Context: an optimization exercise on an open-source flow, tuned for small area. The choices shown serve that exercise and are no tape-out recipe.
At most, simulation tests tie the RTL to the original design; equivalence was not proved.
Function not checked in run 1: the RTL went through the layout flow alone.
Power and IR drop assume default switching activity.

## flow/design.v (module list and top-level ports; edited modules follow where they fit)
// module p_fa: 4 lines
// module p_ha: 4 lines
// module p_nand2: 3 lines
// module p_nor2: 3 lines
// module p_or2: 3 lines
// module p_inv: 3 lines
// module p_xor2: 3 lines
// module p_xnor2: 3 lines
// module p_xor3: 3 lines
// module p_and2: 3 lines
// module p_andn: 3 lines
// module p_a222oi: 3 lines
// module magnitude_wrapper: 1052 lines
module magnitude_wrapper(
	input aclk,
	input aresetn,
	input s_i_data_valid,
	output reg s_o_data_ready,
	input [31:0] s_i_data,
	output reg m_o_data_valid,
	input m_i_data_ready,
	output [31:0] m_o_data
    );
  // ...
==> flow/flow/run.sh <==
#!/bin/bash
# Standard layout, but the port buffers are the smallest plain buffer and
# the clock tree uses smaller buffers without dummy loads.
set -euo pipefail
export BUFFER_PORTS_ARGS="-buffer_cell sky130_fd_sc_hd__buf_1"
export CTS_ARGS="-sink_clustering_enable -repair_clock_nets -dont_use_dummy_load -buf_list sky130_fd_sc_hd__clkbuf_8"
bash standard.sh finish > standard_flow.log 2>&1
==> flow/standard.sh <==
#!/bin/bash
# synth_recipe.tcl (not shown) runs the flow's synth.tcl, then flattens the netlist and writes it again
# the make line also repeats each setting of config.mk as NAME=value (left out here)
make -C /OpenROAD-flow-scripts/flow DESIGN_CONFIG=/design/flow/config.mk WORK_HOME=/design/flow/orfs CLKGATE_MAP_FILE= SYNTH_SCRIPT=/design/flow/synth_recipe.tcl "${@:-finish}"
==> flow/config.mk <==
export PLATFORM = sky130hd
export DESIGN_NAME = magnitude_wrapper
export DESIGN_NICKNAME = magnitude_wrapper
export VERILOG_FILES = /design/flow/design.v
export SDC_FILE = /design/flow/constraint.sdc
export NUM_CORES = 4
export LEC_CHECK = 0
export CAP_MARGIN = 20
export CORE_MARGIN = 2
export CORE_UTILIZATION = 65
export SLEW_MARGIN = 20
export SYNTH_HIERARCHICAL = 1
export SYNTH_MINIMUM_KEEP_SIZE = 0
==> flow/constraint.sdc <==
create_clock -name core_clock -period 10.0 [get_ports {aclk}]
set_input_delay 2.0000 -clock core_clock [delete_from_list [all_inputs] [get_ports {aclk}]]
set_output_delay 2.0000 -clock core_clock [all_outputs]
set_load 0.01 [all_outputs]
==> reports/metrics.csv, run 1 <==
stage,metric,value,unit
run_status,status,finished clean,
timing,slew_violations,0,
timing,hold_ws,0.397,ns
setup_path,r2r_slack,1.19,ns
clocking,cts_resized,0,
setup_path,path_class,input port to flop,
cells_and_area,drive_above_1_share,0.0644,
synthesis,async_reset_ff_frac,0,
synthesis,synth_top_cells_by_count,"fa_1, nand2_1, dfxtp_1",
global_route,antenna_found_initial,0,
global_route,grt_start_max_net_pins,21,
cells_and_area,area_delta_synth_final,9.42,%
cells_and_area,seq_cell_count,107,
cells_and_area,area_dominant_class,multi-input combinational cells,
drt,drc,0,
job,cap_violations,0,
timing,timing.final.hold_violations,0,
drt,top_layer_used,met4,
power_and_ir_drop,ir_drop,0.000237,V
power_and_ir_drop,total_power,0.00324,W
cells_and_area,multi_input_area_share,0.574,
synthesis,synth_top_area_frac,0.375,
timing,tns,0,ns
synthesis,yosysWarnings,7,
synthesis,yosysMostFrequentCell,fa_1,
synthesis,synth_compound_area_frac,0.0742,
die,start_util,0.664,
clocking,clock_sinks,107,
timing,slew_headroom,0.336,
cells_and_area,reg.largest.list,"cq: 32 flops, pn: 32 flops",
power_and_ir_drop,power_leader,combinational logic,
power_and_ir_drop,p_seq_frac,0.222,
global_route,track_usage,0.346,
clocking,htree_levels,3,
die,core_area,10800,um2
cells_and_area,fillers,794,
synthesis,syn_area,7200,um2
global_route,gr-usage-met3,0.120,
placed_design,gp_congestion,0.992,
synthesis,yosysTopAreaCell,fa_1,
power_and_ir_drop,power_clock,0.000218,W
synthesis,synthMuxAreaShare,0,
==> run 2: changes to the inputs <==
==> flow/design.v (replaced) <==
module p_fa(input a, input b, input c, output s, output co);
  assign s = a ^ b ^ c;
  assign co = (a & b) | (c & (a ^ b));
endmodule
module p_fac(input a, input b, output s, output co);
  assign s = ~(a ^ b);
  assign co = a | b;
endmodule
module p_ha(input a, input b, output s, output co);
  assign s = a ^ b;
  assign co = a & b;
endmodule
module p_nor2(input a, input b, output y);
  assign y = ~(a | b);
endmodule
module p_or2(input a, input b, output y);
  assign y = a | b;
endmodule
module p_and2(input a, input b, output y);
  assign y = a & b;
endmodule
module p_inv(input a, output y);
  assign y = ~a;
endmodule
module p_xor2(input a, input b, output y);
  assign y = a ^ b;
endmodule
module p_xnor2(input a, input b, output y);
  assign y = ~(a ^ b);
endmodule
module p_xor3(input a, input b, input c, output y);
  assign y = a ^ b ^ c;
endmodule
module p_a222oi(input a1, input a2, input b1, input b2, input c1, input c2, output y);
  assign y = ~((a1 & a2) | (b1 & b2) | (c1 & c2));
endmodule
module magnitude_wrapper(
	input aclk,
	input aresetn,
	input s_i_data_valid,
	output reg s_o_data_ready,
	input [31:0] s_i_data,
	output reg m_o_data_valid,
	input m_i_data_ready,
	output [31:0] m_o_data
    );
	reg start, ack;
	reg f1, f2, f3;
	reg [15:0] a_re, a_im;
	reg [31:0] p;         
	reg [31:0] cn;        
	reg pc_14, cnc_14;
	wire tc_14, cvc_14, cdc_14;
	reg pc_22, cnc_22;
	wire tc_22, cvc_22, cdc_22;
	wire acc = s_i_data_valid & ~ack;
	wire [15:0] xn;       
	wire [31:0] t;        
	wire [31:0] cv;       
	wire [31:0] mo;
	wire [31:0] cd;
	wire sel_re = f2;
	wire sel_im = f1 | f3;
	wire sel_pin = ~ack & ~f1;
	wire pm = f1 | (ack & ~f2);
	wire ld_t = m_i_data_ready & f3;
	wire ld_p = m_i_data_ready & ~f3;
	wire hold = ~m_i_data_ready;
	p_a222oi um0 (.a1(sel_re), .a2(a_re[0]), .b1(sel_im), .b2(a_im[0]), .c1(sel_pin), .c2(s_i_data[0]), .y(xn[0]));
	p_a222oi um1 (.a1(sel_re), .a2(a_re[1]), .b1(sel_im), .b2(a_im[1]), .c1(sel_pin), .c2(s_i_data[1]), .y(xn[1]));
	p_a222oi um2 (.a1(sel_re), .a2(a_re[2]), .b1(sel_im), .b2(a_im[2]), .c1(sel_pin), .c2(s_i_data[2]), .y(xn[2]));
	p_a222oi um3 (.a1(sel_re), .a2(a_re[3]), .b1(sel_im), .b2(a_im[3]), .c1(sel_pin), .c2(s_i_data[3]), .y(xn[3]));
	p_a222oi um4 (.a1(sel_re), .a2(a_re[4]), .b1(sel_im), .b2(a_im[4]), .c1(sel_pin), .c2(s_i_data[4]), .y(xn[4]));
	p_a222oi um5 (.a1(sel_re), .a2(a_re[5]), .b1(sel_im), .b2(a_im[5]), .c1(sel_pin), .c2(s_i_data[5]), .y(xn[5]));
	p_a222oi um6 (.a1(sel_re), .a2(a_re[6]), .b1(sel_im), .b2(a_im[6]), .c1(sel_pin), .c2(s_i_data[6]), .y(xn[6]));
	p_a222oi um7 (.a1(sel_re), .a2(a_re[7]), .b1(sel_im), .b2(a_im[7]), .c1(sel_pin), .c2(s_i_data[7]), .y(xn[7]));
	p_a222oi um8 (.a1(sel_re), .a2(a_re[8]), .b1(sel_im), .b2(a_im[8]), .c1(sel_pin), .c2(s_i_data[8]), .y(xn[8]));
	p_a222oi um9 (.a1(sel_re), .a2(a_re[9]), .b1(sel_im), .b2(a_im[9]), .c1(sel_pin), .c2(s_i_data[9]), .y(xn[9]));
	p_a222oi um10 (.a1(sel_re), .a2(a_re[10]), .b1(sel_im), .b2(a_im[10]), .c1(sel_pin), .c2(s_i_data[10]), .y(xn[10]));
	p_a222oi um11 (.a1(sel_re), .a2(a_re[11]), .b1(sel_im), .b2(a_im[11]), .c1(sel_pin), .c2(s_i_data[11]), .y(xn[11]));
	p_a222oi um12 (.a1(sel_re), .a2(a_re[12]), .b1(sel_im), .b2(a_im[12]), .c1(sel_pin), .c2(s_i_data[12]), .y(xn[12]));
	p_a222oi um13 (.a1(sel_re), .a2(a_re[13]), .b1(sel_im), .b2(a_im[13]), .c1(sel_pin), .c2(s_i_data[13]), .y(xn[13]));
	p_a222oi um14 (.a1(sel_re), .a2(a_re[14]), .b1(sel_im), .b2(a_im[14]), .c1(sel_pin), .c2(s_i_data[14]), .y(xn[14]));
	p_a222oi um15 (.a1(sel_re), .a2(a_re[15]), .b1(sel_im), .b2(a_im[15]), .c1(sel_pin), .c2(s_i_data[15]), .y(xn[15]));
	assign t[0] = s_733;
	assign t[1] = s_736;
	assign t[2] = s_739;
	assign t[3] = s_742;
	assign t[4] = s_745;
	assign t[5] = s_748;
	assign t[6] = s_751;
	assign t[7] = s_754;
	assign t[8] = s_757;
	assign t[9] = s_760;
	assign t[10] = s_763;
	assign t[11] = s_766;
	assign t[12] = s_769;
	assign t[13] = s_772;
	assign t[14] = s_775;
	assign t[15] = s_778;
	assign t[16] = s_781;
	assign t[17] = s_784;
	assign t[18] = s_787;
	assign t[19] = s_790;
	assign t[20] = s_793;
	assign t[21] = s_796;
	assign t[22] = s_799;
	assign t[23] = s_802;
	assign t[24] = s_805;
	assign t[25] = s_808;
	assign t[26] = s_811;
	assign t[27] = s_814;
	assign t[28] = s_817;
	assign t[29] = s_820;
	assign t[30] = s_823;
	assign t[31] = s_826;
	assign tc_14 = c_773;
	assign tc_22 = c_797;
	p_a222oi uc0 (.a1(ld_t), .a2(t[0]), .b1(ld_p), .b2(p[0]), .c1(hold), .c2(cv[0]), .y(cd[0]));
	p_inv ui0 (.a(cn[0]), .y(cv[0]));
	p_a222oi uc1 (.a1(ld_t), .a2(t[1]), .b1(ld_p), .b2(p[1]), .c1(hold), .c2(cv[1]), .y(cd[1]));
	p_inv ui1 (.a(cn[1]), .y(cv[1]));
	p_a222oi uc2 (.a1(ld_t), .a2(t[2]), .b1(ld_p), .b2(p[2]), .c1(hold), .c2(cv[2]), .y(cd[2]));
	p_inv ui2 (.a(cn[2]), .y(cv[2]));
	p_a222oi uc3 (.a1(ld_t), .a2(t[3]), .b1(ld_p), .b2(p[3]), .c1(hold), .c2(cv[3]), .y(cd[3]));
	p_inv ui3 (.a(cn[3]), .y(cv[3]));
	p_a222oi uc4 (.a1(ld_t), .a2(t[4]), .b1(ld_p), .b2(p[4]), .c1(hold), .c2(cv[4]), .y(cd[4]));
	p_inv ui4 (.a(cn[4]), .y(cv[4]));
	p_a222oi uc5 (.a1(ld_t), .a2(t[5]), .b1(ld_p), .b2(p[5]), .c1(hold), .c2(cv[5]), .y(cd[5]));
	p_inv ui5 (.a(cn[5]), .y(cv[5]));
	p_a222oi uc6 (.a1(ld_t), .a2(t[6]), .b1(ld_p), .b2(p[6]), .c1(hold), .c2(cv[6]), .y(cd[6]));
	p_inv ui6 (.a(cn[6]), .y(cv[6]));
	p_a222oi uc7 (.a1(ld_t), .a2(t[7]), .b1(ld_p), .b2(p[7]), .c1(hold), .c2(cv[7]), .y(cd[7]));
	p_inv ui7 (.a(cn[7]), .y(cv[7]));
	p_a222oi uc8 (.a1(ld_t), .a2(t[8]), .b1(ld_p), .b2(p[8]), .c1(hold), .c2(cv[8]), .y(cd[8]));
	p_inv ui8 (.a(cn[8]), .y(cv[8]));
	p_a222oi uc9 (.a1(ld_t), .a2(t[9]), .b1(ld_p), .b2(p[9]), .c1(hold), .c2(cv[9]), .y(cd[9]));
	p_inv ui9 (.a(cn[9]), .y(cv[9]));
	p_a222oi uc10 (.a1(ld_t), .a2(t[10]), .b1(ld_p), .b2(p[10]), .c1(hold), .c2(cv[10]), .y(cd[10]));
	p_inv ui10 (.a(cn[10]), .y(cv[10]));
	p_a222oi uc11 (.a1(ld_t), .a2(t[11]), .b1(ld_p), .b2(p[11]), .c1(hold), .c2(cv[11]), .y(cd[11]));
	p_inv ui11 (.a(cn[11]), .y(cv[11]));
	p_a222oi uc12 (.a1(ld_t), .a2(t[12]), .b1(ld_p), .b2(p[12]), .c1(hold), .c2(cv[12]), .y(cd[12]));
	p_inv ui12 (.a(cn[12]), .y(cv[12]));
	p_a222oi uc13 (.a1(ld_t), .a2(t[13]), .b1(ld_p), .b2(p[13]), .c1(hold), .c2(cv[13]), .y(cd[13]));
	p_inv ui13 (.a(cn[13]), .y(cv[13]));
	p_a222oi uc14 (.a1(ld_t), .a2(t[14]), .b1(ld_p), .b2(p[14]), .c1(hold), .c2(cv[14]), .y(cd[14]));
	p_inv ui14 (.a(cn[14]), .y(cv[14]));
	p_a222oi uc15 (.a1(ld_t), .a2(t[15]), .b1(ld_p), .b2(p[15]), .c1(hold), .c2(cv[15]), .y(cd[15]));
	p_inv ui15 (.a(cn[15]), .y(cv[15]));
	p_a222oi uc16 (.a1(ld_t), .a2(t[16]), .b1(ld_p), .b2(p[16]), .c1(hold), .c2(cv[16]), .y(cd[16]));
	p_inv ui16 (.a(cn[16]), .y(cv[16]));
	p_a222oi uc17 (.a1(ld_t), .a2(t[17]), .b1(ld_p), .b2(p[17]), .c1(hold), .c2(cv[17]), .y(cd[17]));
	p_inv ui17 (.a(cn[17]), .y(cv[17]));
	p_a222oi uc18 (.a1(ld_t), .a2(t[18]), .b1(ld_p), .b2(p[18]), .c1(hold), .c2(cv[18]), .y(cd[18]));
	p_inv ui18 (.a(cn[18]), .y(cv[18]));
	p_a222oi uc19 (.a1(ld_t), .a2(t[19]), .b1(ld_p), .b2(p[19]), .c1(hold), .c2(cv[19]), .y(cd[19]));
	p_inv ui19 (.a(cn[19]), .y(cv[19]));
	p_a222oi uc20 (.a1(ld_t), .a2(t[20]), .b1(ld_p), .b2(p[20]), .c1(hold), .c2(cv[20]), .y(cd[20]));
	p_inv ui20 (.a(cn[20]), .y(cv[20]));
	p_a222oi uc21 (.a1(ld_t), .a2(t[21]), .b1(ld_p), .b2(p[21]), .c1(hold), .c2(cv[21]), .y(cd[21]));
	p_inv ui21 (.a(cn[21]), .y(cv[21]));
	p_a222oi uc22 (.a1(ld_t), .a2(t[22]), .b1(ld_p), .b2(p[22]), .c1(hold), .c2(cv[22]), .y(cd[22]));
	p_inv ui22 (.a(cn[22]), .y(cv[22]));
	p_a222oi uc23 (.a1(ld_t), .a2(t[23]), .b1(ld_p), .b2(p[23]), .c1(hold), .c2(cv[23]), .y(cd[23]));
	p_inv ui23 (.a(cn[23]), .y(cv[23]));
	p_a222oi uc24 (.a1(ld_t), .a2(t[24]), .b1(ld_p), .b2(p[24]), .c1(hold), .c2(cv[24]), .y(cd[24]));
	p_inv ui24 (.a(cn[24]), .y(cv[24]));
	p_a222oi uc25 (.a1(ld_t), .a2(t[25]), .b1(ld_p), .b2(p[25]), .c1(hold), .c2(cv[25]), .y(cd[25]));
	p_inv ui25 (.a(cn[25]), .y(cv[25]));
	p_a222oi uc26 (.a1(ld_t), .a2(t[26]), .b1(ld_p), .b2(p[26]), .c1(hold), .c2(cv[26]), .y(cd[26]));
	p_inv ui26 (.a(cn[26]), .y(cv[26]));
	p_a222oi uc27 (.a1(ld_t), .a2(t[27]), .b1(ld_p), .b2(p[27]), .c1(hold), .c2(cv[27]), .y(cd[27]));
	p_inv ui27 (.a(cn[27]), .y(cv[27]));
	p_a222oi uc28 (.a1(ld_t), .a2(t[28]), .b1(ld_p), .b2(p[28]), .c1(hold), .c2(cv[28]), .y(cd[28]));
	p_inv ui28 (.a(cn[28]), .y(cv[28]));
	p_a222oi uc29 (.a1(ld_t), .a2(t[29]), .b1(ld_p), .b2(p[29]), .c1(hold), .c2(cv[29]), .y(cd[29]));
	p_inv ui29 (.a(cn[29]), .y(cv[29]));
	p_a222oi uc30 (.a1(ld_t), .a2(t[30]), .b1(ld_p), .b2(p[30]), .c1(hold), .c2(cv[30]), .y(cd[30]));
	p_inv ui30 (.a(cn[30]), .y(cv[30]));
	p_a222oi uc31 (.a1(ld_t), .a2(t[31]), .b1(ld_p), .b2(p[31]), .c1(hold), .c2(cv[31]), .y(cd[31]));
	p_inv ui31 (.a(cn[31]), .y(cv[31]));
	p_a222oi ucc14 (.a1(ld_t), .a2(tc_14), .b1(ld_p), .b2(pc_14), .c1(hold), .c2(cvc_14), .y(cdc_14));
	p_inv uic14 (.a(cnc_14), .y(cvc_14));
	p_a222oi ucc22 (.a1(ld_t), .a2(tc_22), .b1(ld_p), .b2(pc_22), .c1(hold), .c2(cvc_22), .y(cdc_22));
	p_inv uic22 (.a(cnc_22), .y(cvc_22));
	assign mo[0] = cv[0];
	assign mo[1] = cv[1];
	assign mo[2] = cv[2];
	assign mo[3] = cv[3];
	assign mo[4] = cv[4];
	assign mo[5] = cv[5];
	assign mo[6] = cv[6];
	assign mo[7] = cv[7];
	assign mo[8] = cv[8];
	assign mo[9] = cv[9];
	assign mo[10] = cv[10];
	assign mo[11] = cv[11];
	assign mo[12] = cv[12];
	assign mo[13] = cv[13];
	assign m_o_data = mo;
	wire dg_1;
	wire pp_3;
	wire pp_5;
	wire pp_7;
	wire pp_9;
	wire pp_11;
	wire pp_13;
	wire pp_15;
	wire pp_17;
	wire pp_19;
	wire pp_21;
	wire pp_23;
	wire pp_25;
	wire pp_27;
	wire pp_29;
	wire pp_31;
	wire dg_33;
	wire pp_35;
	wire pp_37;
	wire pp_39;
	wire pp_41;
	wire pp_43;
	wire pp_45;
	wire pp_47;
	wire pp_49;
	wire pp_51;
	wire pp_53;
	wire pp_55;
	wire pp_57;
	wire pp_59;
	wire pp_61;
	wire dg_63;
	wire pp_65;
	wire pp_67;
	wire pp_69;
	wire pp_71;
	wire pp_73;
	wire pp_75;
	wire pp_77;
	wire pp_79;
	wire pp_81;
	wire pp_83;
	wire pp_85;
	wire pp_87;
	wire pp_89;
	wire dg_91;
	wire pp_93;
	wire pp_95;
	wire pp_97;
	wire pp_99;
	wire pp_101;
	wire pp_103;
	wire pp_105;
	wire pp_107;
	wire pp_109;
	wire pp_111;
	wire pp_113;
	wire pp_115;
	wire dg_117;
	wire pp_119;
	wire pp_121;
	wire pp_123;
	wire pp_125;
	wire pp_127;
	wire pp_129;
	wire pp_131;
	wire pp_133;
	wire pp_135;
	wire pp_137;
	wire pp_139;
	wire dg_141;
	wire pp_143;
	wire pp_145;
	wire pp_147;
	wire pp_149;
	wire pp_151;
	wire pp_153;
	wire pp_155;
	wire pp_157;
	wire pp_159;
	wire pp_161;
	wire dg_163;
	wire pp_165;
	wire pp_167;
	wire pp_169;
	wire pp_171;
	wire pp_173;
	wire pp_175;
	wire pp_177;
	wire pp_179;
	wire pp_181;
	wire dg_183;
	wire pp_185;
	wire pp_187;
	wire pp_189;
	wire pp_191;
	wire pp_193;
	wire pp_195;
	wire pp_197;
	wire pp_199;
	wire dg_201;
	wire pp_203;
	wire pp_205;
	wire pp_207;
	wire pp_209;
	wire pp_211;
	wire pp_213;
	wire pp_215;
	wire dg_217;
	wire pp_219;
	wire pp_221;
	wire pp_223;
	wire pp_225;
	wire pp_227;
	wire pp_229;
	wire dg_231;
	wire pp_233;
	wire pp_235;
	wire pp_237;
	wire pp_239;
	wire pp_241;
	wire dg_243;
	wire pp_245;
	wire pp_247;
	wire pp_249;
	wire pp_251;
	wire dg_253;
	wire pp_255;
	wire pp_257;
	wire pp_259;
	wire dg_261;
	wire pp_263;
	wire pp_265;
	wire dg_267;
	wire pp_269;
	wire dg_271;
	wire pm_273;
	wire pm_275;
	wire pm_277;
	wire pm_279;
	wire pm_281;
	wire pm_283;
	wire pm_285;
	wire pm_287;
	wire pm_289;
	wire pm_291;
	wire pm_293;
	wire pm_295;
	wire pm_297;
	wire pm_299;
	wire pm_301;
	wire pm_303;
	wire pm_305;
	wire pm_307;
	wire pm_309;
	wire pm_311;
	wire pm_313;
	wire pm_315;
	wire pm_317;
	wire pm_319;
	wire pm_321;
	wire pm_323;
	wire pm_325;
	wire pm_327;
	wire pm_329;
	wire pm_331;
	wire pm_333;
	wire pm_335;
	wire pmc_337;
	wire pmc_339;
	wire s_341;
	wire c_342;
	wire s_344;
	wire c_345;
	wire s_347;
	wire c_348;
	wire s_350;
	wire c_351;
	wire s_353;
	wire c_354;
	wire s_356;
	wire c_357;
	wire s_359;
	wire c_360;
	wire s_362;
	wire c_363;
	wire s_365;
	wire c_366;
	wire s_368;
	wire c_369;
	wire s_371;
	wire c_372;
	wire s_374;
	wire c_375;
	wire s_377;
	wire c_378;
	wire s_380;
	wire c_381;
	wire s_383;
	wire c_384;
	wire s_386;
	wire c_387;
	wire s_389;
	wire c_390;
	wire s_392;
	wire c_393;
	wire s_395;
	wire c_396;
	wire s_398;
	wire c_399;
	wire s_401;
	wire c_402;
	wire s_404;
	wire c_405;
	wire s_407;
	wire c_408;
	wire s_410;
	wire c_411;
	wire s_413;
	wire c_414;
	wire s_416;
	wire c_417;
	wire s_419;
	wire c_420;
	wire s_422;
	wire c_423;
	wire s_425;
	wire c_426;
	wire s_428;
	wire c_429;
	wire s_431;
	wire c_432;
	wire s_434;
	wire c_435;
	wire s_437;
	wire c_438;
	wire s_440;
	wire c_441;
	wire s_443;
	wire c_444;
	wire s_446;
	wire c_447;
	wire s_449;
	wire c_450;
	wire s_452;
	wire c_453;
	wire s_455;
	wire c_456;
	wire s_458;
	wire c_459;
	wire s_461;
	wire c_462;
	wire s_464;
	wire c_465;
	wire s_467;
	wire c_468;
	wire s_470;
	wire c_471;
	wire s_473;
	wire c_474;
	wire s_476;
	wire c_477;
	wire s_479;
	wire c_480;
	wire s_482;
	wire c_483;
	wire s_485;
	wire c_486;
	wire s_488;
	wire c_489;
	wire s_491;
	wire c_492;
	wire s_494;
	wire c_495;
	wire s_497;
	wire c_498;
	wire s_500;
	wire c_501;
	wire s_503;
	wire c_504;
	wire s_506;
	wire c_507;
	wire s_509;
	wire c_510;
	wire s_512;
	wire c_513;
	wire s_515;
	wire c_516;
	wire s_518;
	wire c_519;
	wire s_521;
	wire c_522;
	wire s_524;
	wire c_525;
	wire s_527;
	wire c_528;
	wire s_530;
	wire c_531;
	wire s_533;
	wire c_534;
	wire s_536;
	wire c_537;
	wire s_539;
	wire c_540;
	wire s_542;
	wire c_543;
	wire s_545;
	wire c_546;
	wire s_548;
	wire c_549;
	wire s_551;
	wire c_552;
	wire s_554;
	wire c_555;
	wire s_557;
	wire c_558;
	wire s_560;
	wire c_561;
	wire s_563;
	wire c_564;
	wire s_566;
	wire c_567;
	wire s_569;
	wire c_570;
	wire s_572;
	wire c_573;
	wire s_575;
	wire c_576;
	wire s_578;
	wire c_579;
	wire s_581;
	wire c_582;
	wire s_584;
	wire c_585;
	wire s_587;
	wire c_588;
	wire s_590;
	wire c_591;
	wire s_593;
	wire c_594;
	wire s_596;
	wire c_597;
	wire s_599;
	wire c_600;
	wire s_602;
	wire c_603;
	wire s_605;
	wire c_606;
	wire s_608;
	wire c_609;
	wire s_611;
	wire c_612;
	wire s_614;
	wire c_615;
	wire s_617;
	wire c_618;
	wire s_620;
	wire c_621;
	wire s_623;
	wire c_624;
	wire s_626;
	wire c_627;
	wire s_629;
	wire c_630;
	wire s_632;
	wire c_633;
	wire s_635;
	wire c_636;
	wire s_638;
	wire c_639;
	wire s_641;
	wire c_642;
	wire s_644;
	wire c_645;
	wire s_647;
	wire c_648;
	wire s_650;
	wire c_651;
	wire s_653;
	wire c_654;
	wire s_656;
	wire c_657;
	wire s_659;
	wire c_660;
	wire s_662;
	wire c_663;
	wire s_665;
	wire c_666;
	wire s_668;
	wire c_669;
	wire s_671;
	wire c_672;
	wire s_674;
	wire c_675;
	wire s_677;
	wire c_678;
	wire s_680;
	wire c_681;
	wire s_683;
	wire c_684;
	wire s_686;
	wire c_687;
	wire s_689;
	wire c_690;
	wire s_692;
	wire c_693;
	wire s_695;
	wire c_696;
	wire s_698;
	wire c_699;
	wire s_701;
	wire c_702;
	wire s_704;
	wire c_705;
	wire s_707;
	wire c_708;
	wire s_710;
	wire c_711;
	wire s_713;
	wire c_714;
	wire s_716;
	wire c_717;
	wire s_719;
	wire c_720;
	wire s_722;
	wire c_723;
	wire s_725;
	wire c_726;
	wire s_728;
	wire c_729;
	wire s_731;
	wire s_733;
	wire c_734;
	wire s_736;
	wire c_737;
	wire s_739;
	wire c_740;
	wire s_742;
	wire c_743;
	wire s_745;
	wire c_746;
	wire s_748;
	wire c_749;
	wire s_751;
	wire c_752;
	wire s_754;
	wire c_755;
	wire s_757;
	wire c_758;
	wire s_760;
	wire c_761;
	wire s_763;
	wire c_764;
	wire s_766;
	wire c_767;
	wire s_769;
	wire c_770;
	wire s_772;
	wire c_773;
	wire s_775;
	wire c_776;
	wire s_778;
	wire c_779;
	wire s_781;
	wire c_782;
	wire s_784;
	wire c_785;
	wire s_787;
	wire c_788;
	wire s_790;
	wire c_791;
	wire s_793;
	wire c_794;
	wire s_796;
	wire c_797;
	wire s_799;
	wire c_800;
	wire s_802;
	wire c_803;
	wire s_805;
	wire c_806;
	wire s_808;
	wire c_809;
	wire s_811;
	wire c_812;
	wire s_814;
	wire c_815;
	wire s_817;
	wire c_818;
	wire s_820;
	wire c_821;
	wire s_823;
	wire c_824;
	wire s_826;
	wire e_828;
	wire e_830;
	wire e_832;
	wire e_834;
	wire e_836;
	wire e_838;
	wire e_840;
	wire e_842;
	wire e_844;
	wire e_846;
	wire e_848;
	wire e_850;
	wire e_852;
	wire e_854;
	wire e_856;
	wire e_858;
	wire e_860;
  p_inv u2 (.a(xn[0]), .y(dg_1));
  p_nor2 u4 (.a(xn[0]), .b(xn[1]), .y(pp_3));
  p_nor2 u6 (.a(xn[0]), .b(xn[2]), .y(pp_5));
  p_nor2 u8 (.a(xn[0]), .b(xn[3]), .y(pp_7));
  p_nor2 u10 (.a(xn[0]), .b(xn[4]), .y(pp_9));
  p_nor2 u12 (.a(xn[0]), .b(xn[5]), .y(pp_11));
  p_nor2 u14 (.a(xn[0]), .b(xn[6]), .y(pp_13));
  p_nor2 u16 (.a(xn[0]), .b(xn[7]), .y(pp_15));
  p_nor2 u18 (.a(xn[0]), .b(xn[8]), .y(pp_17));
  p_nor2 u20 (.a(xn[0]), .b(xn[9]), .y(pp_19));
  p_nor2 u22 (.a(xn[0]), .b(xn[10]), .y(pp_21));
  p_nor2 u24 (.a(xn[0]), .b(xn[11]), .y(pp_23));
  p_nor2 u26 (.a(xn[0]), .b(xn[12]), .y(pp_25));
  p_nor2 u28 (.a(xn[0]), .b(xn[13]), .y(pp_27));
  p_nor2 u30 (.a(xn[0]), .b(xn[14]), .y(pp_29));
  p_or2 u32 (.a(xn[0]), .b(xn[15]), .y(pp_31));
  p_inv u34 (.a(xn[1]), .y(dg_33));
  p_nor2 u36 (.a(xn[1]), .b(xn[2]), .y(pp_35));
  p_nor2 u38 (.a(xn[1]), .b(xn[3]), .y(pp_37));
  p_nor2 u40 (.a(xn[1]), .b(xn[4]), .y(pp_39));
  p_nor2 u42 (.a(xn[1]), .b(xn[5]), .y(pp_41));
  p_nor2 u44 (.a(xn[1]), .b(xn[6]), .y(pp_43));
  p_nor2 u46 (.a(xn[1]), .b(xn[7]), .y(pp_45));
  p_nor2 u48 (.a(xn[1]), .b(xn[8]), .y(pp_47));
  p_nor2 u50 (.a(xn[1]), .b(xn[9]), .y(pp_49));
  p_nor2 u52 (.a(xn[1]), .b(xn[10]), .y(pp_51));
  p_nor2 u54 (.a(xn[1]), .b(xn[11]), .y(pp_53));
  p_nor2 u56 (.a(xn[1]), .b(xn[12]), .y(pp_55));
  p_nor2 u58 (.a(xn[1]), .b(xn[13]), .y(pp_57));
  p_nor2 u60 (.a(xn[1]), .b(xn[14]), .y(pp_59));
  p_or2 u62 (.a(xn[1]), .b(xn[15]), .y(pp_61));
  p_inv u64 (.a(xn[2]), .y(dg_63));
  p_nor2 u66 (.a(xn[2]), .b(xn[3]), .y(pp_65));
  p_nor2 u68 (.a(xn[2]), .b(xn[4]), .y(pp_67));
  p_nor2 u70 (.a(xn[2]), .b(xn[5]), .y(pp_69));
  p_nor2 u72 (.a(xn[2]), .b(xn[6]), .y(pp_71));
  p_nor2 u74 (.a(xn[2]), .b(xn[7]), .y(pp_73));
  p_nor2 u76 (.a(xn[2]), .b(xn[8]), .y(pp_75));
  p_nor2 u78 (.a(xn[2]), .b(xn[9]), .y(pp_77));
  p_nor2 u80 (.a(xn[2]), .b(xn[10]), .y(pp_79));
  p_nor2 u82 (.a(xn[2]), .b(xn[11]), .y(pp_81));
  p_nor2 u84 (.a(xn[2]), .b(xn[12]), .y(pp_83));
  p_nor2 u86 (.a(xn[2]), .b(xn[13]), .y(pp_85));
  p_nor2 u88 (.a(xn[2]), .b(xn[14]), .y(pp_87));
  p_or2 u90 (.a(xn[2]), .b(xn[15]), .y(pp_89));
  p_inv u92 (.a(xn[3]), .y(dg_91));
  p_nor2 u94 (.a(xn[3]), .b(xn[4]), .y(pp_93));
  p_nor2 u96 (.a(xn[3]), .b(xn[5]), .y(pp_95));
  p_nor2 u98 (.a(xn[3]), .b(xn[6]), .y(pp_97));
  p_nor2 u100 (.a(xn[3]), .b(xn[7]), .y(pp_99));
  p_nor2 u102 (.a(xn[3]), .b(xn[8]), .y(pp_101));
  p_nor2 u104 (.a(xn[3]), .b(xn[9]), .y(pp_103));
  p_nor2 u106 (.a(xn[3]), .b(xn[10]), .y(pp_105));
  p_nor2 u108 (.a(xn[3]), .b(xn[11]), .y(pp_107));
  p_nor2 u110 (.a(xn[3]), .b(xn[12]), .y(pp_109));
  p_nor2 u112 (.a(xn[3]), .b(xn[13]), .y(pp_111));
  p_nor2 u114 (.a(xn[3]), .b(xn[14]), .y(pp_113));
  p_or2 u116 (.a(xn[3]), .b(xn[15]), .y(pp_115));
  p_inv u118 (.a(xn[4]), .y(dg_117));
  p_nor2 u120 (.a(xn[4]), .b(xn[5]), .y(pp_119));
  p_nor2 u122 (.a(xn[4]), .b(xn[6]), .y(pp_121));
  p_nor2 u124 (.a(xn[4]), .b(xn[7]), .y(pp_123));
  p_nor2 u126 (.a(xn[4]), .b(xn[8]), .y(pp_125));
  p_nor2 u128 (.a(xn[4]), .b(xn[9]), .y(pp_127));
  p_nor2 u130 (.a(xn[4]), .b(xn[10]), .y(pp_129));
  p_nor2 u132 (.a(xn[4]), .b(xn[11]), .y(pp_131));
  p_nor2 u134 (.a(xn[4]), .b(xn[12]), .y(pp_133));
  p_nor2 u136 (.a(xn[4]), .b(xn[13]), .y(pp_135));
  p_nor2 u138 (.a(xn[4]), .b(xn[14]), .y(pp_137));
  p_or2 u140 (.a(xn[4]), .b(xn[15]), .y(pp_139));
  p_inv u142 (.a(xn[5]), .y(dg_141));
  p_nor2 u144 (.a(xn[5]), .b(xn[6]), .y(pp_143));
  p_nor2 u146 (.a(xn[5]), .b(xn[7]), .y(pp_145));
  p_nor2 u148 (.a(xn[5]), .b(xn[8]), .y(pp_147));
  p_nor2 u150 (.a(xn[5]), .b(xn[9]), .y(pp_149));
  p_nor2 u152 (.a(xn[5]), .b(xn[10]), .y(pp_151));
  p_nor2 u154 (.a(xn[5]), .b(xn[11]), .y(pp_153));
  p_nor2 u156 (.a(xn[5]), .b(xn[12]), .y(pp_155));
  p_nor2 u158 (.a(xn[5]), .b(xn[13]), .y(pp_157));
  p_nor2 u160 (.a(xn[5]), .b(xn[14]), .y(pp_159));
  p_or2 u162 (.a(xn[5]), .b(xn[15]), .y(pp_161));
  p_inv u164 (.a(xn[6]), .y(dg_163));
  p_nor2 u166 (.a(xn[6]), .b(xn[7]), .y(pp_165));
  p_nor2 u168 (.a(xn[6]), .b(xn[8]), .y(pp_167));
  p_nor2 u170 (.a(xn[6]), .b(xn[9]), .y(pp_169));
  p_nor2 u172 (.a(xn[6]), .b(xn[10]), .y(pp_171));
  p_nor2 u174 (.a(xn[6]), .b(xn[11]), .y(pp_173));
  p_nor2 u176 (.a(xn[6]), .b(xn[12]), .y(pp_175));
  p_nor2 u178 (.a(xn[6]), .b(xn[13]), .y(pp_177));
  p_nor2 u180 (.a(xn[6]), .b(xn[14]), .y(pp_179));
  p_or2 u182 (.a(xn[6]), .b(xn[15]), .y(pp_181));
  p_inv u184 (.a(xn[7]), .y(dg_183));
  p_nor2 u186 (.a(xn[7]), .b(xn[8]), .y(pp_185));
  p_nor2 u188 (.a(xn[7]), .b(xn[9]), .y(pp_187));
  p_nor2 u190 (.a(xn[7]), .b(xn[10]), .y(pp_189));
  p_nor2 u192 (.a(xn[7]), .b(xn[11]), .y(pp_191));
  p_nor2 u194 (.a(xn[7]), .b(xn[12]), .y(pp_193));
  p_nor2 u196 (.a(xn[7]), .b(xn[13]), .y(pp_195));
  p_nor2 u198 (.a(xn[7]), .b(xn[14]), .y(pp_197));
  p_or2 u200 (.a(xn[7]), .b(xn[15]), .y(pp_199));
  p_inv u202 (.a(xn[8]), .y(dg_201));
  p_nor2 u204 (.a(xn[8]), .b(xn[9]), .y(pp_203));
  p_nor2 u206 (.a(xn[8]), .b(xn[10]), .y(pp_205));
  p_nor2 u208 (.a(xn[8]), .b(xn[11]), .y(pp_207));
  p_nor2 u210 (.a(xn[8]), .b(xn[12]), .y(pp_209));
  p_nor2 u212 (.a(xn[8]), .b(xn[13]), .y(pp_211));
  p_nor2 u214 (.a(xn[8]), .b(xn[14]), .y(pp_213));
  p_or2 u216 (.a(xn[8]), .b(xn[15]), .y(pp_215));
  p_inv u218 (.a(xn[9]), .y(dg_217));
  p_nor2 u220 (.a(xn[9]), .b(xn[10]), .y(pp_219));
  p_nor2 u222 (.a(xn[9]), .b(xn[11]), .y(pp_221));
  p_nor2 u224 (.a(xn[9]), .b(xn[12]), .y(pp_223));
  p_nor2 u226 (.a(xn[9]), .b(xn[13]), .y(pp_225));
  p_nor2 u228 (.a(xn[9]), .b(xn[14]), .y(pp_227));
  p_or2 u230 (.a(xn[9]), .b(xn[15]), .y(pp_229));
  p_inv u232 (.a(xn[10]), .y(dg_231));
  p_nor2 u234 (.a(xn[10]), .b(xn[11]), .y(pp_233));
  p_nor2 u236 (.a(xn[10]), .b(xn[12]), .y(pp_235));
  p_nor2 u238 (.a(xn[10]), .b(xn[13]), .y(pp_237));
  p_nor2 u240 (.a(xn[10]), .b(xn[14]), .y(pp_239));
  p_or2 u242 (.a(xn[10]), .b(xn[15]), .y(pp_241));
  p_inv u244 (.a(xn[11]), .y(dg_243));
  p_nor2 u246 (.a(xn[11]), .b(xn[12]), .y(pp_245));
  p_nor2 u248 (.a(xn[11]), .b(xn[13]), .y(pp_247));
  p_nor2 u250 (.a(xn[11]), .b(xn[14]), .y(pp_249));
  p_or2 u252 (.a(xn[11]), .b(xn[15]), .y(pp_251));
  p_inv u254 (.a(xn[12]), .y(dg_253));
  p_nor2 u256 (.a(xn[12]), .b(xn[13]), .y(pp_255));
  p_nor2 u258 (.a(xn[12]), .b(xn[14]), .y(pp_257));
  p_or2 u260 (.a(xn[12]), .b(xn[15]), .y(pp_259));
  p_inv u262 (.a(xn[13]), .y(dg_261));
  p_nor2 u264 (.a(xn[13]), .b(xn[14]), .y(pp_263));
  p_or2 u266 (.a(xn[13]), .b(xn[15]), .y(pp_265));
  p_inv u268 (.a(xn[14]), .y(dg_267));
  p_or2 u270 (.a(xn[14]), .b(xn[15]), .y(pp_269));
  p_inv u272 (.a(xn[15]), .y(dg_271));
  p_and2 u274 (.a(p[0]), .b(pm), .y(pm_273));
  p_and2 u276 (.a(p[1]), .b(pm), .y(pm_275));
  p_and2 u278 (.a(p[2]), .b(pm), .y(pm_277));
  p_and2 u280 (.a(p[3]), .b(pm), .y(pm_279));
  p_and2 u282 (.a(p[4]), .b(pm), .y(pm_281));
  p_and2 u284 (.a(p[5]), .b(pm), .y(pm_283));
  p_and2 u286 (.a(p[6]), .b(pm), .y(pm_285));
  p_and2 u288 (.a(p[7]), .b(pm), .y(pm_287));
  p_and2 u290 (.a(p[8]), .b(pm), .y(pm_289));
  p_and2 u292 (.a(p[9]), .b(pm), .y(pm_291));
  p_and2 u294 (.a(p[10]), .b(pm), .y(pm_293));
  p_and2 u296 (.a(p[11]), .b(pm), .y(pm_295));
  p_and2 u298 (.a(p[12]), .b(pm), .y(pm_297));
  p_and2 u300 (.a(p[13]), .b(pm), .y(pm_299));
  p_and2 u302 (.a(p[14]), .b(pm), .y(pm_301));
  p_and2 u304 (.a(p[15]), .b(pm), .y(pm_303));
  p_and2 u306 (.a(p[16]), .b(pm), .y(pm_305));
  p_and2 u308 (.a(p[17]), .b(pm), .y(pm_307));
  p_and2 u310 (.a(p[18]), .b(pm), .y(pm_309));
  p_and2 u312 (.a(p[19]), .b(pm), .y(pm_311));
  p_and2 u314 (.a(p[20]), .b(pm), .y(pm_313));
  p_and2 u316 (.a(p[21]), .b(pm), .y(pm_315));
  p_and2 u318 (.a(p[22]), .b(pm), .y(pm_317));
  p_and2 u320 (.a(p[23]), .b(pm), .y(pm_319));
  p_and2 u322 (.a(p[24]), .b(pm), .y(pm_321));
  p_and2 u324 (.a(p[25]), .b(pm), .y(pm_323));
  p_and2 u326 (.a(p[26]), .b(pm), .y(pm_325));
  p_and2 u328 (.a(p[27]), .b(pm), .y(pm_327));
  p_and2 u330 (.a(p[28]), .b(pm), .y(pm_329));
  p_and2 u332 (.a(p[29]), .b(pm), .y(pm_331));
  p_and2 u334 (.a(p[30]), .b(pm), .y(pm_333));
  p_and2 u336 (.a(p[31]), .b(pm), .y(pm_335));
  p_and2 u338 (.a(pc_14), .b(pm), .y(pmc_337));
  p_and2 u340 (.a(pc_22), .b(pm), .y(pmc_339));
  p_fac u343 (.a(pm_305), .b(dg_201), .s(s_341), .co(c_342));
  p_fa u346 (.a(pm_301), .b(pmc_337), .c(dg_183), .s(s_344), .co(c_345));
  p_fa u349 (.a(pm_293), .b(dg_141), .c(pp_119), .s(s_347), .co(c_348));
  p_fa u352 (.a(pm_295), .b(pp_121), .c(pp_21), .s(s_350), .co(c_351));
  p_fa u355 (.a(pm_297), .b(dg_163), .c(pp_101), .s(s_353), .co(c_354));
  p_fa u358 (.a(pp_123), .b(pp_143), .c(pp_23), .s(s_356), .co(c_357));
  p_fa u361 (.a(pm_299), .b(pp_103), .c(pp_125), .s(s_359), .co(c_360));
  p_fa u364 (.a(pp_145), .b(pp_25), .c(pp_53), .s(s_362), .co(c_363));
  p_fa u367 (.a(pp_105), .b(pp_127), .c(pp_147), .s(s_365), .co(c_366));
  p_fa u370 (.a(pp_165), .b(pp_27), .c(pp_55), .s(s_368), .co(c_369));
  p_fa u373 (.a(pm_303), .b(pp_107), .c(pp_129), .s(s_371), .co(c_372));
  p_fa u376 (.a(pp_149), .b(pp_167), .c(pp_29), .s(s_374), .co(c_375));
  p_fa u379 (.a(pp_57), .b(pp_83), .c(c_345), .s(s_377), .co(c_378));
  p_fa u382 (.a(pp_109), .b(pp_131), .c(pp_151), .s(s_380), .co(c_381));
  p_fa u385 (.a(pp_169), .b(pp_185), .c(pp_31), .s(s_383), .co(c_384));
  p_fa u388 (.a(pp_59), .b(pp_85), .c(s_341), .s(s_386), .co(c_387));
  p_fa u391 (.a(pm_307), .b(pp_111), .c(pp_133), .s(s_389), .co(c_390));
  p_fa u394 (.a(pp_153), .b(pp_171), .c(pp_187), .s(s_392), .co(c_393));
  p_fa u397 (.a(pp_61), .b(pp_87), .c(c_342), .s(s_395), .co(c_396));
  p_fa u400 (.a(pm_309), .b(dg_217), .c(pp_113), .s(s_398), .co(c_399));
  p_fa u403 (.a(pp_135), .b(pp_155), .c(pp_173), .s(s_401), .co(c_402));
  p_fa u406 (.a(pp_189), .b(pp_203), .c(pp_89), .s(s_404), .co(c_405));
  p_fa u409 (.a(pm_311), .b(pp_115), .c(pp_137), .s(s_407), .co(c_408));
  p_fa u412 (.a(pp_157), .b(pp_175), .c(pp_191), .s(s_410), .co(c_411));
  p_fa u415 (.a(pm_313), .b(dg_231), .c(pp_139), .s(s_413), .co(c_414));
  p_fa u418 (.a(pp_159), .b(pp_177), .c(pp_193), .s(s_416), .co(c_417));
  p_fa u421 (.a(pm_315), .b(pp_161), .c(pp_179), .s(s_419), .co(c_420));
  p_fa u424 (.a(pm_317), .b(pmc_339), .c(dg_243), .s(s_422), .co(c_423));
  p_fa u427 (.a(pp_181), .b(pp_197), .c(pp_211), .s(s_425), .co(c_426));
  p_fa u430 (.a(pm_319), .b(pp_199), .c(pp_213), .s(s_428), .co(c_429));
  p_fa u433 (.a(pm_321), .b(dg_253), .c(pp_215), .s(s_431), .co(c_432));
  p_fa u436 (.a(pm_285), .b(dg_91), .c(pp_11), .s(s_434), .co(c_435));
  p_fa u439 (.a(pm_287), .b(pp_13), .c(pp_41), .s(s_437), .co(c_438));
  p_fa u442 (.a(pm_289), .b(dg_117), .c(pp_15), .s(s_440), .co(c_441));
  p_fa u445 (.a(pp_43), .b(pp_69), .c(pp_93), .s(s_443), .co(c_444));
  p_fa u448 (.a(pm_291), .b(pp_17), .c(pp_45), .s(s_446), .co(c_447));
  p_ha u451 (.a(pp_71), .b(pp_95), .s(s_449), .co(c_450));
  p_fa u454 (.a(pp_19), .b(pp_47), .c(pp_73), .s(s_452), .co(c_453));
  p_ha u457 (.a(pp_97), .b(s_347), .s(s_455), .co(c_456));
  p_fa u460 (.a(pp_49), .b(pp_75), .c(pp_99), .s(s_458), .co(c_459));
  p_ha u463 (.a(c_348), .b(s_350), .s(s_461), .co(c_462));
  p_fa u466 (.a(pp_51), .b(pp_77), .c(c_351), .s(s_464), .co(c_465));
  p_ha u469 (.a(s_353), .b(s_356), .s(s_467), .co(c_468));
  p_fa u472 (.a(pp_79), .b(c_354), .c(c_357), .s(s_470), .co(c_471));
  p_ha u475 (.a(s_359), .b(s_362), .s(s_473), .co(c_474));
  p_fa u478 (.a(pp_81), .b(c_360), .c(s_344), .s(s_476), .co(c_477));
  p_fa u481 (.a(c_363), .b(s_365), .c(s_368), .s(s_479), .co(c_480));
  p_fa u484 (.a(c_366), .b(c_369), .c(s_371), .s(s_482), .co(c_483));
  p_ha u487 (.a(s_374), .b(s_377), .s(s_485), .co(c_486));
  p_fa u490 (.a(c_372), .b(c_375), .c(s_380), .s(s_488), .co(c_489));
  p_fa u493 (.a(s_383), .b(c_378), .c(s_386), .s(s_491), .co(c_492));
  p_fa u496 (.a(c_381), .b(c_384), .c(s_389), .s(s_494), .co(c_495));
  p_fa u499 (.a(s_392), .b(c_387), .c(s_395), .s(s_497), .co(c_498));
  p_fa u502 (.a(c_390), .b(c_393), .c(s_398), .s(s_500), .co(c_501));
  p_fa u505 (.a(s_401), .b(s_404), .c(c_396), .s(s_503), .co(c_504));
  p_fa u508 (.a(pp_205), .b(c_399), .c(c_402), .s(s_506), .co(c_507));
  p_fa u511 (.a(c_405), .b(s_407), .c(s_410), .s(s_509), .co(c_510));
  p_fa u514 (.a(pp_207), .b(pp_219), .c(c_408), .s(s_512), .co(c_513));
  p_fa u517 (.a(c_411), .b(s_413), .c(s_416), .s(s_515), .co(c_516));
  p_fa u520 (.a(pp_195), .b(pp_209), .c(pp_221), .s(s_518), .co(c_519));
  p_fa u523 (.a(c_414), .b(c_417), .c(s_419), .s(s_521), .co(c_522));
  p_fa u526 (.a(pp_223), .b(pp_233), .c(c_420), .s(s_524), .co(c_525));
  p_ha u529 (.a(s_422), .b(s_425), .s(s_527), .co(c_528));
  p_fa u532 (.a(pp_225), .b(pp_235), .c(c_423), .s(s_530), .co(c_531));
  p_ha u535 (.a(c_426), .b(s_428), .s(s_533), .co(c_534));
  p_fa u538 (.a(pp_227), .b(pp_237), .c(pp_245), .s(s_536), .co(c_537));
  p_ha u541 (.a(c_429), .b(s_431), .s(s_539), .co(c_540));
  p_fa u544 (.a(pm_323), .b(pp_229), .c(pp_239), .s(s_542), .co(c_543));
  p_ha u547 (.a(pp_247), .b(c_432), .s(s_545), .co(c_546));
  p_fa u550 (.a(pm_325), .b(dg_261), .c(pp_241), .s(s_548), .co(c_549));
  p_ha u553 (.a(pp_249), .b(pp_255), .s(s_551), .co(c_552));
  p_fa u556 (.a(pm_327), .b(pp_251), .c(pp_257), .s(s_554), .co(c_555));
  p_fa u559 (.a(pm_329), .b(dg_267), .c(pp_259), .s(s_557), .co(c_558));
  p_fa u562 (.a(pm_281), .b(dg_63), .c(pp_35), .s(s_560), .co(c_561));
  p_fa u565 (.a(pm_283), .b(pp_37), .c(pp_9), .s(s_563), .co(c_564));
  p_fa u568 (.a(pp_39), .b(pp_65), .c(s_434), .s(s_566), .co(c_567));
  p_fa u571 (.a(pp_67), .b(c_435), .c(s_437), .s(s_569), .co(c_570));
  p_fa u574 (.a(c_438), .b(s_440), .c(s_443), .s(s_572), .co(c_573));
  p_fa u577 (.a(s_449), .b(c_441), .c(c_444), .s(s_575), .co(c_576));
  p_fa u580 (.a(c_450), .b(c_447), .c(s_452), .s(s_578), .co(c_579));
  p_fa u583 (.a(c_453), .b(s_458), .c(c_456), .s(s_581), .co(c_582));
  p_fa u586 (.a(c_459), .b(c_462), .c(s_467), .s(s_584), .co(c_585));
  p_fa u589 (.a(c_468), .b(c_465), .c(s_473), .s(s_587), .co(c_588));
  p_fa u592 (.a(c_474), .b(c_471), .c(s_476), .s(s_590), .co(c_591));
  p_fa u595 (.a(c_477), .b(c_480), .c(s_482), .s(s_593), .co(c_594));
  p_fa u598 (.a(c_483), .b(s_488), .c(c_486), .s(s_596), .co(c_597));
  p_fa u601 (.a(c_489), .b(s_494), .c(c_492), .s(s_599), .co(c_600));
  p_fa u604 (.a(c_495), .b(s_500), .c(c_498), .s(s_602), .co(c_603));
  p_fa u607 (.a(c_501), .b(s_506), .c(c_504), .s(s_605), .co(c_606));
  p_fa u610 (.a(c_507), .b(s_512), .c(c_510), .s(s_608), .co(c_609));
  p_fa u613 (.a(s_518), .b(c_513), .c(c_516), .s(s_611), .co(c_612));
  p_fa u616 (.a(c_519), .b(s_527), .c(c_522), .s(s_614), .co(c_615));
  p_fa u619 (.a(c_528), .b(c_525), .c(s_533), .s(s_617), .co(c_618));
  p_fa u622 (.a(s_536), .b(c_534), .c(c_531), .s(s_620), .co(c_621));
  p_fa u625 (.a(c_537), .b(s_542), .c(c_540), .s(s_623), .co(c_624));
  p_fa u628 (.a(s_551), .b(c_543), .c(s_548), .s(s_626), .co(c_627));
  p_fa u631 (.a(c_552), .b(c_549), .c(s_554), .s(s_629), .co(c_630));
  p_fa u634 (.a(pp_263), .b(c_555), .c(s_557), .s(s_632), .co(c_633));
  p_fa u637 (.a(pm_331), .b(pp_265), .c(c_558), .s(s_635), .co(c_636));
  p_fa u640 (.a(pm_333), .b(dg_271), .c(pp_269), .s(s_638), .co(c_639));
  p_fa u643 (.a(pm_277), .b(dg_33), .c(pp_3), .s(s_641), .co(c_642));
  p_ha u646 (.a(pm_279), .b(pp_5), .s(s_644), .co(c_645));
  p_ha u649 (.a(pp_7), .b(s_560), .s(s_647), .co(c_648));
  p_ha u652 (.a(c_561), .b(s_563), .s(s_650), .co(c_651));
  p_ha u655 (.a(c_564), .b(s_566), .s(s_653), .co(c_654));
  p_ha u658 (.a(c_567), .b(s_569), .s(s_656), .co(c_657));
  p_ha u661 (.a(c_570), .b(s_572), .s(s_659), .co(c_660));
  p_fa u664 (.a(s_446), .b(c_573), .c(s_575), .s(s_662), .co(c_663));
  p_fa u667 (.a(s_455), .b(c_576), .c(s_578), .s(s_665), .co(c_666));
  p_fa u670 (.a(s_461), .b(c_579), .c(s_581), .s(s_668), .co(c_669));
  p_fa u673 (.a(s_464), .b(c_582), .c(s_584), .s(s_671), .co(c_672));
  p_fa u676 (.a(s_470), .b(c_585), .c(s_587), .s(s_674), .co(c_675));
  p_fa u679 (.a(s_479), .b(c_588), .c(s_590), .s(s_677), .co(c_678));
  p_fa u682 (.a(s_485), .b(c_591), .c(s_593), .s(s_680), .co(c_681));
  p_fa u685 (.a(s_491), .b(c_594), .c(s_596), .s(s_683), .co(c_684));
  p_fa u688 (.a(s_497), .b(c_597), .c(s_599), .s(s_686), .co(c_687));
  p_fa u691 (.a(s_503), .b(c_600), .c(s_602), .s(s_689), .co(c_690));
  p_fa u694 (.a(s_509), .b(c_603), .c(s_605), .s(s_692), .co(c_693));
  p_fa u697 (.a(s_515), .b(c_606), .c(s_608), .s(s_695), .co(c_696));
  p_fa u700 (.a(s_521), .b(c_609), .c(s_611), .s(s_698), .co(c_699));
  p_fa u703 (.a(s_524), .b(c_612), .c(s_614), .s(s_701), .co(c_702));
  p_fa u706 (.a(s_530), .b(c_615), .c(s_617), .s(s_704), .co(c_705));
  p_fa u709 (.a(s_539), .b(s_620), .c(c_618), .s(s_707), .co(c_708));
  p_fa u712 (.a(s_545), .b(c_621), .c(s_623), .s(s_710), .co(c_711));
  p_fa u715 (.a(c_546), .b(s_626), .c(c_624), .s(s_713), .co(c_714));
  p_ha u718 (.a(c_627), .b(s_629), .s(s_716), .co(c_717));
  p_ha u721 (.a(c_630), .b(s_632), .s(s_719), .co(c_720));
  p_ha u724 (.a(c_633), .b(s_635), .s(s_722), .co(c_723));
  p_ha u727 (.a(s_638), .b(c_636), .s(s_725), .co(c_726));
  p_ha u730 (.a(pm_335), .b(c_639), .s(s_728), .co(c_729));
  p_xor2 u732 (.a(s_728), .b(c_726), .y(s_731));
  p_ha u735 (.a(pm_273), .b(dg_1), .s(s_733), .co(c_734));
  p_ha u738 (.a(pm_275), .b(c_734), .s(s_736), .co(c_737));
  p_ha u741 (.a(c_737), .b(s_641), .s(s_739), .co(c_740));
  p_fa u744 (.a(s_644), .b(c_642), .c(c_740), .s(s_742), .co(c_743));
  p_fa u747 (.a(c_645), .b(s_647), .c(c_743), .s(s_745), .co(c_746));
  p_fa u750 (.a(c_648), .b(s_650), .c(c_746), .s(s_748), .co(c_749));
  p_fa u753 (.a(c_651), .b(s_653), .c(c_749), .s(s_751), .co(c_752));
  p_fa u756 (.a(c_654), .b(s_656), .c(c_752), .s(s_754), .co(c_755));
  p_fa u759 (.a(c_657), .b(s_659), .c(c_755), .s(s_757), .co(c_758));
  p_fa u762 (.a(c_660), .b(s_662), .c(c_758), .s(s_760), .co(c_761));
  p_fa u765 (.a(c_663), .b(s_665), .c(c_761), .s(s_763), .co(c_764));
  p_fa u768 (.a(c_666), .b(s_668), .c(c_764), .s(s_766), .co(c_767));
  p_fa u771 (.a(c_669), .b(s_671), .c(c_767), .s(s_769), .co(c_770));
  p_fa u774 (.a(c_672), .b(s_674), .c(c_770), .s(s_772), .co(c_773));
  p_ha u777 (.a(c_675), .b(s_677), .s(s_775), .co(c_776));
  p_fa u780 (.a(c_678), .b(s_680), .c(c_776), .s(s_778), .co(c_779));
  p_fa u783 (.a(c_681), .b(s_683), .c(c_779), .s(s_781), .co(c_782));
  p_fa u786 (.a(c_684), .b(s_686), .c(c_782), .s(s_784), .co(c_785));
  p_fa u789 (.a(c_687), .b(s_689), .c(c_785), .s(s_787), .co(c_788));
  p_fa u792 (.a(c_690), .b(s_692), .c(c_788), .s(s_790), .co(c_791));
  p_fa u795 (.a(s_695), .b(c_693), .c(c_791), .s(s_793), .co(c_794));
  p_fa u798 (.a(c_696), .b(s_698), .c(c_794), .s(s_796), .co(c_797));
  p_ha u801 (.a(c_699), .b(s_701), .s(s_799), .co(c_800));
  p_fa u804 (.a(c_702), .b(s_704), .c(c_800), .s(s_802), .co(c_803));
  p_fa u807 (.a(c_705), .b(s_707), .c(c_803), .s(s_805), .co(c_806));
  p_fa u810 (.a(c_708), .b(s_710), .c(c_806), .s(s_808), .co(c_809));
  p_fa u813 (.a(c_711), .b(s_713), .c(c_809), .s(s_811), .co(c_812));
  p_fa u816 (.a(s_716), .b(c_714), .c(c_812), .s(s_814), .co(c_815));
  p_fa u819 (.a(c_717), .b(s_719), .c(c_815), .s(s_817), .co(c_818));
  p_fa u822 (.a(c_720), .b(s_722), .c(c_818), .s(s_820), .co(c_821));
  p_fa u825 (.a(c_723), .b(s_725), .c(c_821), .s(s_823), .co(c_824));
  p_xnor2 u827 (.a(s_731), .b(c_824), .y(s_826));
  p_ha u829 (.a(cv[14]), .b(cvc_14), .s(mo[14]), .co(e_828));
  p_ha u831 (.a(cv[15]), .b(e_828), .s(mo[15]), .co(e_830));
  p_ha u833 (.a(cv[16]), .b(e_830), .s(mo[16]), .co(e_832));
  p_ha u835 (.a(cv[17]), .b(e_832), .s(mo[17]), .co(e_834));
  p_ha u837 (.a(cv[18]), .b(e_834), .s(mo[18]), .co(e_836));
  p_ha u839 (.a(cv[19]), .b(e_836), .s(mo[19]), .co(e_838));
  p_ha u841 (.a(cv[20]), .b(e_838), .s(mo[20]), .co(e_840));
  p_ha u843 (.a(cv[21]), .b(e_840), .s(mo[21]), .co(e_842));
  p_fa u845 (.a(cv[22]), .b(cvc_22), .c(e_842), .s(mo[22]), .co(e_844));
  p_ha u847 (.a(cv[23]), .b(e_844), .s(mo[23]), .co(e_846));
  p_ha u849 (.a(cv[24]), .b(e_846), .s(mo[24]), .co(e_848));
  p_ha u851 (.a(cv[25]), .b(e_848), .s(mo[25]), .co(e_850));
  p_ha u853 (.a(cv[26]), .b(e_850), .s(mo[26]), .co(e_852));
  p_ha u855 (.a(cv[27]), .b(e_852), .s(mo[27]), .co(e_854));
  p_ha u857 (.a(cv[28]), .b(e_854), .s(mo[28]), .co(e_856));
  p_ha u859 (.a(cv[29]), .b(e_856), .s(mo[29]), .co(e_858));
  p_ha u861 (.a(cv[30]), .b(e_858), .s(mo[30]), .co(e_860));
  p_xor2 u862 (.a(cv[31]), .b(e_860), .y(mo[31]));
	always @(posedge aclk) begin
		start <= acc | (start & ~ack & aresetn);
		s_o_data_ready <= acc | (s_o_data_ready & aresetn);
		ack <= start;
		f1 <= acc & ~start;
		f2 <= acc & start;
		f3 <= f2;
		if (m_i_data_ready) m_o_data_valid <= ack;
		else if (!aresetn) m_o_data_valid <= 1'b0;
		a_re <= s_i_data[15:0];
		if (acc) a_im <= s_i_data[31:16];
		p <= t;
		cn <= cd;
		pc_14 <= tc_14;
		cnc_14 <= cdc_14;
		pc_22 <= tc_22;
		cnc_22 <= cdc_22;
	end
endmodule
==> flow/run.sh (new file) <==
#!/bin/bash
# synth_recipe.tcl (not shown) runs the flow's synth.tcl, then flattens the netlist and writes it again
# the make line also repeats each setting of config.mk as NAME=value (left out here)
make -C /OpenROAD-flow-scripts/flow DESIGN_CONFIG=/design/flow/config.mk WORK_HOME=/design/flow/orfs CLKGATE_MAP_FILE= SYNTH_SCRIPT=/design/flow/synth_recipe.tcl finish
==> flow/config.mk (replaced) <==
export PLATFORM = sky130hd
export DESIGN_NAME = magnitude_wrapper
export DESIGN_NICKNAME = magnitude_wrapper
export VERILOG_FILES = /design/flow/design.v
export SDC_FILE = /design/flow/constraint.sdc
export NUM_CORES = 4
export LEC_CHECK = 0
export CAP_MARGIN = 20
export CORE_MARGIN = 2
export CORE_UTILIZATION = 40
export SLEW_MARGIN = 20
export SYNTH_HIERARCHICAL = 1
export SYNTH_MINIMUM_KEEP_SIZE = 0
removed: flow/flow/run.sh
removed: flow/standard.sh
==> run 2 against run 1 <==
Net effect: still clean on timing, DRC and antenna; non-clock buffer count fell by 11; critical path depth fell by 4; combinational power fell by 6%; setup slack improved by 0.91 ns; clock skew fell by 0.034 ns; core utilization fell by 24 points; count of clock-buffer cells in the layout did not move; final cell count rose by 6.1%; sequential power fell by 3.1%; clock power rose by about 70%; critical endpoint is now cn[31]; largest power group unchanged.
==> reports/metrics.csv, run 2 <==
stage,metric,value,unit,change
setup_path,cpMostUsedCell,fa_1,,unchanged
clocking,cts-root-buf,clkbuf_16,,was clkbuf_8
placed_design,gp_congestion,0.816,,was 0.992
timing,fin_crit,8.55,ns,was 9.46 ns
clocking,cts_resized,0,,unchanged
drt,drc,0,,unchanged
global_route,grt_remaining_overflow,0,,unchanged
synthesis,synth_top_cells_by_count,"fa_1, nor2_1, dfxtp_1",,"was fa_1, nand2_1, dfxtp_1"
clocking,insertion_delay,0.36,ns,was 0.41 ns
synthesis,synth.area.top_cells,"fa_1, dfxtp_1, ha_1, edfxtp_1, a222oi_1",,"was fa_1, dfxtp_1, a222oi_1, edfxtp_1, nand2_1"
setup_path,required,10.26,ns,was 10.30 ns
clocking,post_cts_buffers,0,,unchanged
synthesis,synth_top_area_frac,0.374,,was 0.375
drt,drtPass1Iterations,8,,unchanged
synthesis,yosysMostFrequentCell,fa_1,,unchanged
clocking,clock_sinks,107,,unchanged
synthesis,synth_fa_ha_area_frac,0.451,,was 0.408
die,die_w,138,um,was 109 um
run_status,status,finished clean,,unchanged
synthesis,async_reset_ff_frac,0,,unchanged
synthesis,yosysTopAreaCell,fa_1,,unchanged
timing,period_share,0.855,,was 0.946
global_route,grt_pass1_vias,5357,,was 5374
die,boundaryPins,70,,unchanged
placed_design,dp_hpwl,11700,um,was 14700 um
die,dieHeight,138,um,was 109 um
drt,num_vias,4767,,was 5116
synthesis,yosys.cell_types.count,19,,was 21
clocking,cts.clk_slew.worst_paths,0.08,ns,was 0.09 ns
die,dieArea,19000,um2,was 11900 um2
cells_and_area,finalNetCount,874,,was 891
timing,tns,0,ns,unchanged
synthesis,netlist_instances,577,,was 605
synthesis,synth_simple_gate_area_frac,0.107,,was 0.123
placed_design,port_buffers,69,,unchanged
cells_and_area,fillers,1551,,was 794
timing,fmax,117,MHz,was 106 MHz
clocking,hold_buffers,0,,unchanged
global_route,track_usage,0.187,,was 0.346
timing,rsz0062_at_grt,no,,unchanged
setup_path,crit_chain,clkdlybuf4s50_1 > a222oi_1 > or2_1 > fa_1 > fa_1 > fa_1 > fa_1 > ha_1 > fa_1 > fa_1 > fa_1 > fa_1 > fa_1 > fa_1 > fa_1 > fa_1 > xnor2_1 > a222oi_1,,was buf_1 > a222oi_1 > inv_1 > nand2_1 > fa_1 > fa_1 > fa_1 > fa_1 > fa_1 > fa_1 > fa_1 > fa_1 > fa_1 > or2_1 > or2_1 > or2_1 > or2_1 > fa_1 > fa_1 > fa_1 > fa_1 > a222oi_1
setup_path,cp-start-kind,input port,,unchanged
cells_and_area,final_cell_mix,"fa_1, nor2_1, dfxtp_1, clkdlybuf4s50_1, inv_1",,"was fa_1, nand2_1, dfxtp_1, inv_1, buf_1"
timing,slew_headroom,0.311,,was 0.336
synthesis,yosysSeqAreaShare,0.322,,was 0.321
setup_path,cp_max_fo,5,,was 4
synthesis,avgSynthCellArea,12.4,um2,was 11.9 um2
power_and_ir_drop,total_power,0.00323,W,was 0.00324 W
cells_and_area,layout_commonest_cell,fa_1,,unchanged
global_route,grt_start_max_net_pins,36,,was 21
power_and_ir_drop,ir_drop,0.000214,V,was 0.000237 V
synthesis,yosysWarnings,7,,unchanged
drt,wire_per_inst,18.2,um,was 22.0 um
setup_path,max_stage_delay,0.60,ns,was 0.77 ns
cells_and_area,drive_above_1_share,0.0617,,was 0.0644
die,core_area,17400,um2,was 10800 um2
timing,skew,0.00613,ns,was 0.0405 ns
die,start_util,0.412,,was 0.664
setup_path,endpoint_kind,flop,,unchanged
global_route,grt_pass1_wl,27000,um,was 29300 um
synthesis,syn_nets,791,,was 795
synthesis,syn_area,7170,um2,was 7200 um2
synthesis,synth-edff-count,17,,unchanged
hold_path,min_path_type,flop to flop,,unchanged
drt,ant_nets,0,,unchanged
synthesis,synth_top_family_by_area,adder cells,,unchanged
global_route,antenna_found_initial,0,,unchanged
die,num_rows,48,,was 38
job,cap_violations,0,,unchanged
setup_path,path_class,input port to flop,,unchanged
drt,drtIter0Drc,342,,was 772
timing,timing.final.hold_violations,0,,unchanged
synthesis,synth_xor_xnor_area_share,0.00366,,was 0.0231
timing,setup_viol,0,,unchanged
synthesis,synth.ff_latch_count,107,,unchanged
timing,slew_violations,0,,unchanged
synthesis,synth_compound_area_frac,0.0717,,was 0.0742
cells_and_area,area_delta_synth_final,18.3,%,was 9.42%
synthesis,synthMuxAreaShare,0,,unchanged
drt,vias_per_cell,5.36,,was 6.10
clocking,cts_tree,built,,unchanged
clocking,clock_path_buffers,2,,unchanged
timing,worstMarginPinSlew,1.03,ns,was 0.996 ns
setup_path,arrival,8.80,ns,was 9.76 ns
clocking,htree_levels,3,,unchanged
drt,routed_wl,16200,um,was 18500 um
setup_path,cp_slowest_cell,a222oi_1,,unchanged
cells_and_area,reg.largest.list,"cn: 32 flops, p: 32 flops",,"was cq: 32 flops, pn: 32 flops"
synthesis,ys.flop_type,dfxtp_1,,unchanged
clocking,numCtsBuffers,9,,unchanged
power_and_ir_drop,p_per_area,380,nW/um2,was 412 nW/um2
cells_and_area,antennaDiodeCount,0,,unchanged
power_and_ir_drop,p_leak,3.88,nW,was 3.05 nW
-- run 2: final timing paths --
kind / start / endpoint / slack [ns] / depth (start not counted)
worst max-delay path: s_i_data[5] / cn[31] / 1.45 / 18
worst min-delay path: start / ack / 0.39 / 0
worst max register to register: ack / cn[31] / 2.72 / 19
worst min register to register: start / ack / 0.39 / 0
-- run 2: logic make-up (layout without fill, tap and decap cells) --
family,count (synthesis),after routing
AO/OA/AOI/OAI,52,52
XOR/XNOR,3,3
adder cells (fa/ha/maj),178,178
buffers and inverters,71,159
flip-flops,107,107
AND/OR/NAND/NOR,166,166
-- run 2: critical path: cells and delay by family --
family	cells	cell delay [ns]
AND/OR/NAND/NOR	1	0.21
adder cells (fa/ha/maj)	13	5.09
buffers and inverters	1	0.44
AO/OA/AOI/OAI	2	0.90
XOR/XNOR	1	0.16
-- run 2: routing by layer --
layer / vias up / global-route usage / share of wire
li1: 2099 / - / -
met1: 2459 / 0.234 / 0.41
met2: 189 / 0.327 / 0.51
met3: 20 / 0.0398 / 0.065
met4: 0 / 0.0573 / 0.015
met5: - / 0 / 0
-- run 2: cell type report --
type | instances | area (um2) | share of cell area
Sequential cell | 107 | 2310 | 0.272
Inverter | 57 | 214 | 0.0252
Clock inverter | 7 | 82.6 | 0.00973
Timing Repair Buffer | 86 | 818 | 0.0964
Tap cell | 225 | 282 | 0.0332
Clock buffer | 9 | 225 | 0.0265
Multi-Input combinational cell | 399 | 4550 | 0.536
-- run 2: report_power, final --
part / total [W] / switching, W / internal, W / leakage (nW)
sequential: 0.000696 / 0.0000530 / 0.000643 / 0.920
combinational: 0.00216 / 0.00112 / 0.00104 / 2.81
clock: 0.000371 / 0.000172 / 0.000199 / 0.150
-- run 2: stage by stage --
stage | instance area (um2) | utilization | cells | hold WS [ns] | setup slack (ns)
4_1_cts | 8480 | 0.487 | 890 | 0.384 | 1.44
2_1_floorplan | 7170 | - | 577 | 0.360 | 1.25
5_1_grt | 8490 | 0.487 | 890 | 0.414 | 1.19
3_3_place_gp | 8180 | 0.469 | 874 | 0.364 | 1.19
3_5_place_dp | 8180 | 0.469 | 874 | 0.373 | 1.07
6_report | 8490 | 0.487 | 890 | 0.387 | 1.45
-- run 2: Yosys stat by module (local to each module, per instance) --
module             cell area (um2)  times used
p_inv                         3.75          50
p_fac                         27.5           1
p_or2                         6.26          15
p_and2                        6.26          34
p_a222oi                      10.0          50
p_nor2                        3.75         105
p_xnor2                       8.76           1
p_fa                          20.0         134
p_ha                          12.5          43
magnitude_wrapper             2510           1
p_xor2                        8.76           2

Setup slack of run 2, layout unchanged: 1.454 ns with ideal ports, 1.467 ns with driving cells assumed (clock clkbuf_16, inputs buf_2), 1.075 ns with port delays also shifted by the 0.392 ns mid clock arrival.
